This is an optimization exercise on Yosys and OpenROAD, whose aim is small area, a short achievable clock period and few clock cycles, not a production implementation. Only simulation tests tie the RTL to the original design; equivalence was not proved. Power and IR drop assume default switching activity.

## day02_core
module day02_core #(
    parameter N_ADDR_BITS = 16
) (
    input  wire                 clk,
    input  wire                 rst,
    input  wire [7:0]           rom_data,
    input  wire                 rom_valid,
    output reg  [N_ADDR_BITS:0] rom_addr,
    output wire [63:0]          part1_result,
    output wire [63:0]          part2_result,
    output reg                  done
);
Size in the first run: ~4200 cells after synthesis, about 0.033 mm2 of cells after synthesis.
==> flow/config.mk <==
export PLATFORM = sky130hd
export DESIGN_NAME = day02_core
export DESIGN_NICKNAME = day02_core
export VERILOG_FILES = /design/flow/design.v
export SDC_FILE = /design/flow/constraint.sdc
export NUM_CORES = 8
export LEC_CHECK = 0
export ABC_AREA = 1
export CAP_MARGIN = 0
export CORE_MARGIN = 2
export CORE_UTILIZATION = 65
export CTS_CLUSTER_DIAMETER = 100
export CTS_CLUSTER_SIZE = 20
export PLACE_DENSITY = 0.75
export SLEW_MARGIN = 0
==> flow/constraint.sdc <==
create_clock -name core_clock -period 60.0 [get_ports {clk}]
set_input_delay 12.0000 -clock core_clock [delete_from_list [all_inputs] [get_ports {clk}]]
set_output_delay 12.0000 -clock core_clock [all_outputs]
set_load 0.01 [all_outputs]
standard.sh (not shown) runs the stock make flow with config.mk's settings and CLKGATE_MAP_FILE= SYNTH_SCRIPT=/design/flow/synth_recipe.tcl, a recipe that flattens the netlist after the stock synthesis.
==> flow/flow/run.sh <==
#!/bin/bash
# The standard layout (standard.sh), with two changes:
#  - after the standard synthesis, OpenROAD's restructure re-maps the logic
#    between the registers for area (flow/restructure.tcl), with a copy of the
#    platform library that leaves out its don't-use cells (flow/filter_lib.py);
#  - buf_2 cells as the port buffers.
# Each tool's output goes to its own log in this folder.
set -eo pipefail
export BUFFER_PORTS_ARGS="-buffer_cell sky130_fd_sc_hd__buf_2"
bash standard.sh synth > standard_synth.log 2>&1
export RESULTS=$PWD/orfs/results/sky130hd/day02_core/base
export LIB=$FLOW_HOME/platforms/sky130hd/lib/sky130_fd_sc_hd__tt_025C_1v80.lib
export LIB_RS=$PWD/restructure_lib.lib
python3 flow/filter_lib.py "$LIB" "$LIB_RS" '*__lpflow_*' '*__probe*' '*__fill_*' \
    '*__dlygate*' '*__dlymetal*' '*__clkdly*' > filter_lib.log 2>&1
mkdir -p restructure_work
export WORK=$PWD/restructure_work
openroad -no_init -exit flow/restructure.tcl > restructure.log 2>&1
bash standard.sh > standard.log 2>&1
==> flow/flow/filter_lib.py <==
#!/usr/bin/env python3
# Writes a copy of a liberty file without the cells whose names match the given
# glob patterns (the platform's don't-use cells), for restructure/ABC.
import sys, fnmatch
src, dst, pats = sys.argv[1], sys.argv[2], sys.argv[3:]
text = open(src).read()
out = []
pos = 0
while True:
    i = text.find('cell (', pos)
    if i < 0:
        out.append(text[pos:])
        break
    # start of the line holding the cell group
    ls = text.rfind('\n', 0, i) + 1
    name = text[i + 6:text.find(')', i)].strip().strip('"')
    j = text.find('{', i)
    depth, k = 1, j + 1
    while depth:
        c = text[k]
        if c == '{':
            depth += 1
        elif c == '}':
            depth -= 1
        k += 1
    out.append(text[pos:ls])
    if not any(fnmatch.fnmatch(name, p) for p in pats):
        out.append(text[ls:k])
    pos = k
open(dst, 'w').write(''.join(out))
==> flow/flow/restructure.tcl <==
# Area recovery on the synthesized netlist: OpenROAD's restructure re-maps the
# combinational logic between registers with ABC (the registers are untouched).
# ABC maps to $::env(LIB_RS), the platform library less its don't-use cells.
set results $::env(RESULTS)
read_db $results/1_synth.odb
read_liberty $::env(LIB)
read_sdc $results/1_synth.sdc
report_design_area
restructure -liberty_file $::env(LIB_RS) -target area \
    -tielo_port sky130_fd_sc_hd__conb_1/LO -tiehi_port sky130_fd_sc_hd__conb_1/HI \
    -work_dir $::env(WORK)
report_design_area
write_db $results/1_synth.odb
Testbench counts at the start, summed over its fixed seeds: cycles 35,727.
Edit:
- CAP_MARGIN: 0 -> 20
- CORE_UTILIZATION: 65 -> 75
- PLACE_DENSITY: 0.75 -> 0.85
- SLEW_MARGIN: 0 -> 20
Effect:
- The new run completed without violations
- worst hold slack gets worse by 11 ps
- global-route usage grows by 10 points
- core utilization grows by 11 points
- power barely changes
- setup slack hardly moves
- first-iteration DRC count grows by 58%
- flip-flop and latch count is unchanged
Edit:
- CORE_UTILIZATION: 75 -> 65
- PLACE_DENSITY: 0.85 -> 0.75
Routed wire length came out lower by a little under a tenth.
Maximum frequency barely changes.
Sequential share of layout area fell by 0.13 points.
Worst setup slack hardly moves.
Cell area increases slightly.
Hold slack gains 11 ps.
Clock power rose by a few percent.
Clock-buffer cell count stays the same.

========
Setup of old:
day02_core, a different RTL version from the one above (not shown whole).
For scale: about 4700 cells after synthesis, about 480 flip-flops, ~160 I/O pins, about 36000 sq um of cells after synthesis.
make LEC_CHECK=0 ABC_AREA=1 CAP_MARGIN=20 CORE_MARGIN=2 CORE_UTILIZATION=40 GPL_TIMING_DRIVEN=1 SLEW_MARGIN=20 finish   # period 60.0 ns
run.sh (not shown) runs the stock make flow with config.mk's settings and CLKGATE_MAP_FILE= SYNTH_SCRIPT=/design/flow/synth_recipe.tcl, a recipe that flattens the netlist after the stock synthesis.
Stock flow here: none of the scripts above is used.
old: full flow OK, the timing, DRC and antenna checks passed
Testbench counts of old, summed over its fixed seeds: cycles 40,788.
Setup changes, old to new
==> flow/flow/run.sh (new file) <==
#!/bin/bash
set -o pipefail
export BUFFER_PORTS_ARGS="-buffer_cell sky130_fd_sc_hd__buf_2"
bash standard.sh > standard.log 2>&1
==> flow/standard.sh (new file) <==
#!/bin/bash
# synth_recipe.tcl (not shown) runs the flow's synth.tcl, then flattens the netlist and writes it again
# the make line also repeats each setting of config.mk as NAME=value (left out here)
make -C /OpenROAD-flow-scripts/flow DESIGN_CONFIG=/design/flow/config.mk WORK_HOME=/design/flow/orfs CLKGATE_MAP_FILE= SYNTH_SCRIPT=/design/flow/synth_recipe.tcl "${@:-finish}"
-- flow/config.mk --
<<< old, line 12
export GPL_TIMING_DRIVEN = 1
>>> new, line 12
removed: flow/run.sh
Findings:
- [compare] base=old new=new: final area went down by about 1.5%; combinational fraction of design power went down by 1.1 points; standard cell area after detailed placement went down by 2.1%; count of clock-buffer cells in the layout went down by 3; final-layout fill cell count went up by 1.3%.
- | buffering overhead | higher: old |

========
run 1:
RTL: one of the versions met above, not the one the previous note started from.
Size in the first run: about 4800 cells after synthesis, about 160 I/O pins, ~34000 um2 of cells after synthesis.
clock: 60.0 ns
lec_check: 0
abc_area: 1
cap_margin: 20
core_margin: 2
core_utilization: 65
cts_cluster_diameter: 100
cts_cluster_size: 20
place_density: 0.75
slew_margin: 20
standard.sh (not shown) runs the stock make flow with config.mk's settings and CLKGATE_MAP_FILE= SYNTH_SCRIPT=/design/flow/synth_recipe.tcl, a recipe that flattens the netlist after the stock synthesis.
==> flow/flow/run.sh <==
#!/bin/bash
# The standard layout (standard.sh), with two changes:
#  - after the standard synthesis, the logic between the registers is mapped
#    again for area with Yosys/ABC (flow/remap.tcl, flow/remap.abc), to a copy
#    of the platform library without its don't-use cells (flow/filter_lib.py);
#    the registers are left as the standard synthesis made them;
#  - buf_2 cells as the port buffers.
# Each tool's output goes to its own log in this folder.
set -eo pipefail
export BUFFER_PORTS_ARGS="-buffer_cell sky130_fd_sc_hd__buf_2"
R=$PWD/orfs/results/sky130hd/day02_core/base
bash standard.sh synth > standard_synth.log 2>&1
LIB=$FLOW_HOME/platforms/sky130hd/lib/sky130_fd_sc_hd__tt_025C_1v80.lib
export LIB_RS=$PWD/remap_lib.lib
python3 flow/filter_lib.py "$LIB" "$LIB_RS" '*__lpflow_*' '*__probe*' '*__fill_*' \
    '*__dlygate*' '*__dlymetal*' '*__clkdly*' > filter_lib.log 2>&1
export SEQ_CELLS="$(python3 flow/seq_cells.py "$LIB_RS")"
cp "$R/1_2_yosys.v" "$PWD/standard_netlist.v"
export NETLIST_IN=$PWD/standard_netlist.v
export NETLIST_OUT=$R/1_2_yosys.v
export FLOW_TOP
yosys -c flow/remap.tcl > remap.log 2>&1
rm -f "$R/1_synth.odb" "$R/1_synth.sdc"
bash standard.sh synth > standard_synth2.log 2>&1
bash standard.sh > standard.log 2>&1
==> flow/flow/remap.abc <==
strash
dc2
dc2
dch -f
amap
topo
Scripts as last shown in full above: flow/flow/filter_lib.py
Other scripts of this flow, unchanged in this note and not shown: flow/flow/remap.tcl, flow/flow/seq_cells.py
Run 1 | stages: all done | timing, DRC, antenna: all pass
Testbench counts of run 1, summed over its fixed seeds: cycles 35,727.
> inputs changed (run 1 -> run 2)
==> flow/flow/remap.abc <==
strash
dch -f
amap
topo
Findings:
Post-layout net count in run 2 is 49 higher than in run 1. Wire length of the first global-routing pass across run 2 and run 1: no real change. Run 2: area of combinational cells with multiple inputs 170 um2 above run 1. Delay of the slowest cell on the worst path: run 2 vs run 1 down 230 ps. From run 1 to run 2 the numbers moved as follows: post-layout minimum cycle time now smaller; overall die area now larger; initial antenna violation count now smaller. Against run 1, run 2 reports a pin count of the biggest net entering global routing that is lower. Against run 1, cell count in run 2 rose slightly. Compared run 2 against run 1; final routed wirelength across all metal layers within noise. Delta(cell count of the worst reg-to-reg path, run 2 - run 1) < 0.
For run 3, these inputs were changed with respect to run 2:
diff --git a/flow/flow/run.sh b/flow/flow/run.sh
--- a/flow/flow/run.sh
+++ b/flow/flow/run.sh
@@ -24,0 +25,4 @@
+export RESULTS=$R LIB RT_SLACK=47
+mkdir -p restructure_work
+export WORK=$PWD/restructure_work
+openroad -no_init -exit flow/retime.tcl > retime.log 2>&1
==> flow/flow/remap.abc <==
strash
&get -n
&deepsyn -T 20
&put
dch -f
amap
topo
==> flow/flow/retime.tcl (new file) <==
# Re-synthesizes the slowest logic cones for delay (OpenROAD restructure).
set results $::env(RESULTS)
read_db $results/1_synth.odb
read_liberty $::env(LIB)
read_sdc $results/1_synth.sdc
report_design_area
report_checks -path_delay max -format end
restructure -liberty_file $::env(LIB_RS) -target timing -slack_threshold $::env(RT_SLACK) \
    -tielo_port sky130_fd_sc_hd__conb_1/LO -tiehi_port sky130_fd_sc_hd__conb_1/HI \
    -work_dir $::env(WORK)
report_design_area
report_checks -path_delay max -format end
write_db $results/1_synth.odb
==> comparison <==
The higher cell count of run 3 and run 2 is in run 2.
Compare run 3 and run 2 | proportion of power drawn by the clock network lower: run 3
On depth of the critical timing path with buffers and inverters included: between run 3 and run 2, it ends up lower for run 2.
Run 3 reached the final stage; the timing, DRC and antenna checks on its layout passed.
Run 3: actual transition at the worst max-transition pin is 3.1 ps lower than what run 2 reported.
As far as number of nets still failing antenna checks after routing goes, run 3 and run 2 are indistinguishable; the numbers are identical.
Going from run 2 to run 3, post-CTS resize count stayed essentially flat, initial antenna violation count increased 3.
On smallest setup slack after layout, run 3 does worse than run 2.
The higher area added between synthesis and finish came out of run 3.
Launching instance or port of the critical path: t[1] -> run 3, done -> run 2
--- input diff run 3..run 4 ---
diff --git a/flow/flow/run.sh b/flow/flow/run.sh
--- a/flow/flow/run.sh
+++ b/flow/flow/run.sh
@@ -25,4 +24,0 @@
-export RESULTS=$R LIB RT_SLACK=47
-mkdir -p restructure_work
-export WORK=$PWD/restructure_work
-openroad -no_init -exit flow/retime.tcl > retime.log 2>&1
removed: flow/flow/retime.tcl
Findings:
- Diff run 4..run 3 | final clock period utilization by the worst path | unchanged
- Going from run 3 to run 4, utilization after layout shows no meaningful change; final period demand of the worst path did not really move; design area now sits at about the same level; worst vdd rail ir drop level; logic depth of the worst setup path including buffers ~0 delta.
- Run 3 and run 4 ended up with nearly the same flip-flop and latch count.
- Re setup slack: no difference whatsoever between run 4 and run 3.

========
Another version of the RTL of day02_core (not shown whole).
Size: ~5000 cells after synthesis, about 490 flip-flops, ~160 I/O pins, roughly 38000 sq um of cells after synthesis.
clock: 60.0 ns
lec_check: 0
abc_area: 1
cap_margin: 20
core_margin: 2
core_utilization: 40
slew_margin: 20
==> flow/flow/run.sh <==
#!/bin/bash
set -o pipefail
export BUFFER_PORTS_ARGS="-buffer_cell sky130_fd_sc_hd__buf_2"
export SETUP_SLACK_MARGIN=46.9
bash standard.sh > standard.log 2>&1
Testbench counts at the start, summed over its fixed seeds: cycles 35,727.
Rerun with:
==> flow/flow/run.sh (replaced) <==
#!/bin/bash
# The standard layout (standard.sh), with two changes:
#  - after the standard synthesis, OpenROAD's restructure re-maps the logic
#    between the registers for area (flow/restructure.tcl), with a copy of the
#    platform library that leaves out its don't-use cells (flow/filter_lib.py);
#  - buf_2 cells as the port buffers.
# Each tool's output goes to its own log in this folder.
set -eo pipefail
export BUFFER_PORTS_ARGS="-buffer_cell sky130_fd_sc_hd__buf_2"
bash standard.sh synth > standard_synth.log 2>&1
export RESULTS=$PWD/orfs/results/sky130hd/day02_core/base
export LIB=$FLOW_HOME/platforms/sky130hd/lib/sky130_fd_sc_hd__tt_025C_1v80.lib
export LIB_RS=$PWD/restructure_lib.lib
python3 flow/filter_lib.py "$LIB" "$LIB_RS" '*__lpflow_*' '*__probe*' '*__fill_*' \
    '*__dlygate*' '*__dlymetal*' '*__clkdly*' > filter_lib.log 2>&1
mkdir -p restructure_work
export WORK=$PWD/restructure_work
openroad -no_init -exit flow/restructure.tcl > restructure.log 2>&1
bash standard.sh > standard.log 2>&1
==> flow/flow/filter_lib.py (new file) <==
#!/usr/bin/env python3
# Writes a copy of a liberty file without the cells whose names match the given
# glob patterns (the platform's don't-use cells), for restructure/ABC.
import sys, fnmatch
src, dst, pats = sys.argv[1], sys.argv[2], sys.argv[3:]
text = open(src).read()
out = []
pos = 0
while True:
    i = text.find('cell (', pos)
    if i < 0:
        out.append(text[pos:])
        break
    # start of the line holding the cell group
    ls = text.rfind('\n', 0, i) + 1
    name = text[i + 6:text.find(')', i)].strip().strip('"')
    j = text.find('{', i)
    depth, k = 1, j + 1
    while depth:
        c = text[k]
        if c == '{':
            depth += 1
        elif c == '}':
            depth -= 1
        k += 1
    out.append(text[pos:ls])
    if not any(fnmatch.fnmatch(name, p) for p in pats):
        out.append(text[ls:k])
    pos = k
open(dst, 'w').write(''.join(out))
==> flow/flow/restructure.tcl (new file) <==
# Area recovery on the synthesized netlist: OpenROAD's restructure re-maps the
# combinational logic between registers with ABC (the registers are untouched).
# ABC maps to $::env(LIB_RS), the platform library less its don't-use cells.
set results $::env(RESULTS)
read_db $results/1_synth.odb
read_liberty $::env(LIB)
read_sdc $results/1_synth.sdc
report_design_area
restructure -liberty_file $::env(LIB_RS) -target area \
    -tielo_port sky130_fd_sc_hd__conb_1/LO -tiehi_port sky130_fd_sc_hd__conb_1/HI \
    -work_dir $::env(WORK)
report_design_area
write_db $results/1_synth.odb
- CTS_BUF_LIST: default -> sky130_fd_sc_hd__clkbuf_16
Setup slack gets worse by 180 ps.
Global-route usage rose by 3.4 points.
Hold slack gets better by 17 ps.
Design area fell by 12%.
Area after synthesis fell by 11%.
Combinational power fell by 18%.
Power fell by 8.1%.
Via count fell by 0.40%.
Clock skew rose by 20 ps.
Synthesized cell count fell by 15%.
Rerun with:
==> flow/flow/run.sh (replaced) <==
#!/bin/bash
set -o pipefail
export BUFFER_PORTS_ARGS="-buffer_cell sky130_fd_sc_hd__buf_2"
bash standard.sh > standard.log 2>&1
- CTS_BUF_LIST: sky130_fd_sc_hd__clkbuf_16 -> default
removed: flow/flow/filter_lib.py
removed: flow/flow/restructure.tcl
The changed run finished clean.
Cell count rose by roughly a tenth.
Cell area increases by a little under a tenth.
Non-clock buffer count drops by 23.
Via count is lower slightly.
Utilization went down by 2.3 points.
Routed wire length drops by a few percent.
Sequential share of layout area decreases by 2.1 points.
Area after synthesis rises by roughly a tenth.
Clock skew fell by 21 ps.
Total power goes up by a little under a tenth.
First-iteration DRC count shrinks by a little under a tenth.
Rerun with:
==> flow/flow/run.sh (replaced) <==
#!/bin/bash
# The standard layout (standard.sh), with two changes:
#  - after the standard synthesis, OpenROAD's restructure re-maps the logic
#    between the registers for area (flow/restructure.tcl), with a copy of the
#    platform library that leaves out its don't-use cells (flow/filter_lib.py);
#  - buf_2 cells as the port buffers.
# Each tool's output goes to its own log in this folder.
set -eo pipefail
export BUFFER_PORTS_ARGS="-buffer_cell sky130_fd_sc_hd__buf_2"
bash standard.sh synth > standard_synth.log 2>&1
export RESULTS=$PWD/orfs/results/sky130hd/day02_core/base
export LIB=$FLOW_HOME/platforms/sky130hd/lib/sky130_fd_sc_hd__tt_025C_1v80.lib
export LIB_RS=$PWD/restructure_lib.lib
python3 flow/filter_lib.py "$LIB" "$LIB_RS" '*__lpflow_*' '*__probe*' '*__fill_*' \
    '*__dlygate*' '*__dlymetal*' '*__clkdly*' > filter_lib.log 2>&1
mkdir -p restructure_work
export WORK=$PWD/restructure_work
openroad -no_init -exit flow/restructure.tcl > restructure.log 2>&1
bash standard.sh > standard.log 2>&1
==> flow/flow/filter_lib.py (new file) <==
#!/usr/bin/env python3
# Writes a copy of a liberty file without the cells whose names match the given
# glob patterns (the platform's don't-use cells), for restructure/ABC.
import sys, fnmatch
src, dst, pats = sys.argv[1], sys.argv[2], sys.argv[3:]
text = open(src).read()
out = []
pos = 0
while True:
    i = text.find('cell (', pos)
    if i < 0:
        out.append(text[pos:])
        break
    # start of the line holding the cell group
    ls = text.rfind('\n', 0, i) + 1
    name = text[i + 6:text.find(')', i)].strip().strip('"')
    j = text.find('{', i)
    depth, k = 1, j + 1
    while depth:
        c = text[k]
        if c == '{':
            depth += 1
        elif c == '}':
            depth -= 1
        k += 1
    out.append(text[pos:ls])
    if not any(fnmatch.fnmatch(name, p) for p in pats):
        out.append(text[ls:k])
    pos = k
open(dst, 'w').write(''.join(out))
==> flow/flow/restructure.tcl (new file) <==
# Area recovery on the synthesized netlist: OpenROAD's restructure re-maps the
# combinational logic between registers with ABC (the registers are untouched).
# ABC maps to $::env(LIB_RS), the platform library less its don't-use cells.
set results $::env(RESULTS)
read_db $results/1_synth.odb
read_liberty $::env(LIB)
read_sdc $results/1_synth.sdc
report_design_area
restructure -liberty_file $::env(LIB_RS) -target area \
    -tielo_port sky130_fd_sc_hd__conb_1/LO -tiehi_port sky130_fd_sc_hd__conb_1/HI \
    -work_dir $::env(WORK)
report_design_area
write_db $results/1_synth.odb
- CORE_UTILIZATION: 40 -> 65
- PLACE_DENSITY: default -> 0.75
The new run finished with timing, DRC and antenna clean.
Via count rose by 7.7%.
Wire length fell by 1.5%.
Design area fell by 8.5%.
Worst setup slack gains 37 ps.
Global-route usage rose by 19 points.
Sequential power rose by about 0.9%.
Total power fell by 8.0%.
Maximum frequency hardly moves.

## what the ideal ports hide
In the flow no input, the clock included, has a driving cell. The finished layouts below were timed again as built, in two steps.
Step 1 (the two cells are an assumption about what drives the block):
set clk [get_ports {clk}]
set_driving_cell -lib_cell sky130_fd_sc_hd__clkbuf_16 $clk
set_driving_cell -lib_cell sky130_fd_sc_hd__buf_2 [delete_from_list [all_inputs] $clk]
Step 2 also shifts input and output timing later by t, the mid clock arrival at the registers, as if the neighbouring blocks saw the same clock.
Slacks: ideal / step 1 / step 2; pairs: ideal / step 1.
run	t (ns)	slack for setup (ns)	worst setup path after step 2	pins driven straight from the clock port
the first run of note 1	0.696	46.628 / 46.565 / 47.182	input to register	1
the second run of note 1	0.692	46.628 / 46.567 / 47.190	input to register	1
the third run of note 1	0.696	46.627 / 46.565 / 47.182	input to register	1
old	0.690	46.237 / 46.169 / 46.594	input to register	1
new	0.718	46.631 / 46.562 / 47.012	input to register	1
run 1	0.707	41.145 / 41.145 / 41.145	register to register	1
run 2	0.697	46.665 / 46.601 / 46.872	input to register	1
run 3	0.698	39.823 / 39.823 / 39.823	register to register	1
run 4	0.698	39.823 / 39.823 / 39.823	register to register	1
the first run of note 4	0.720	46.824 / 46.754 / 46.578	input to register	1
the second run of note 4	0.714	46.643 / 46.578 / 47.138	input to register	1
the third run of note 4	0.716	46.628 / 46.562 / 46.616	input to register	1
the fourth run of note 4	0.691	46.665 / 46.600 / 47.062	input to register	1
After both steps every run listed still meets setup and hold. The setup slack of the first run of note 4, which loses most, moves by -0.070 ns with the drivers and by -0.246 ns with both steps.
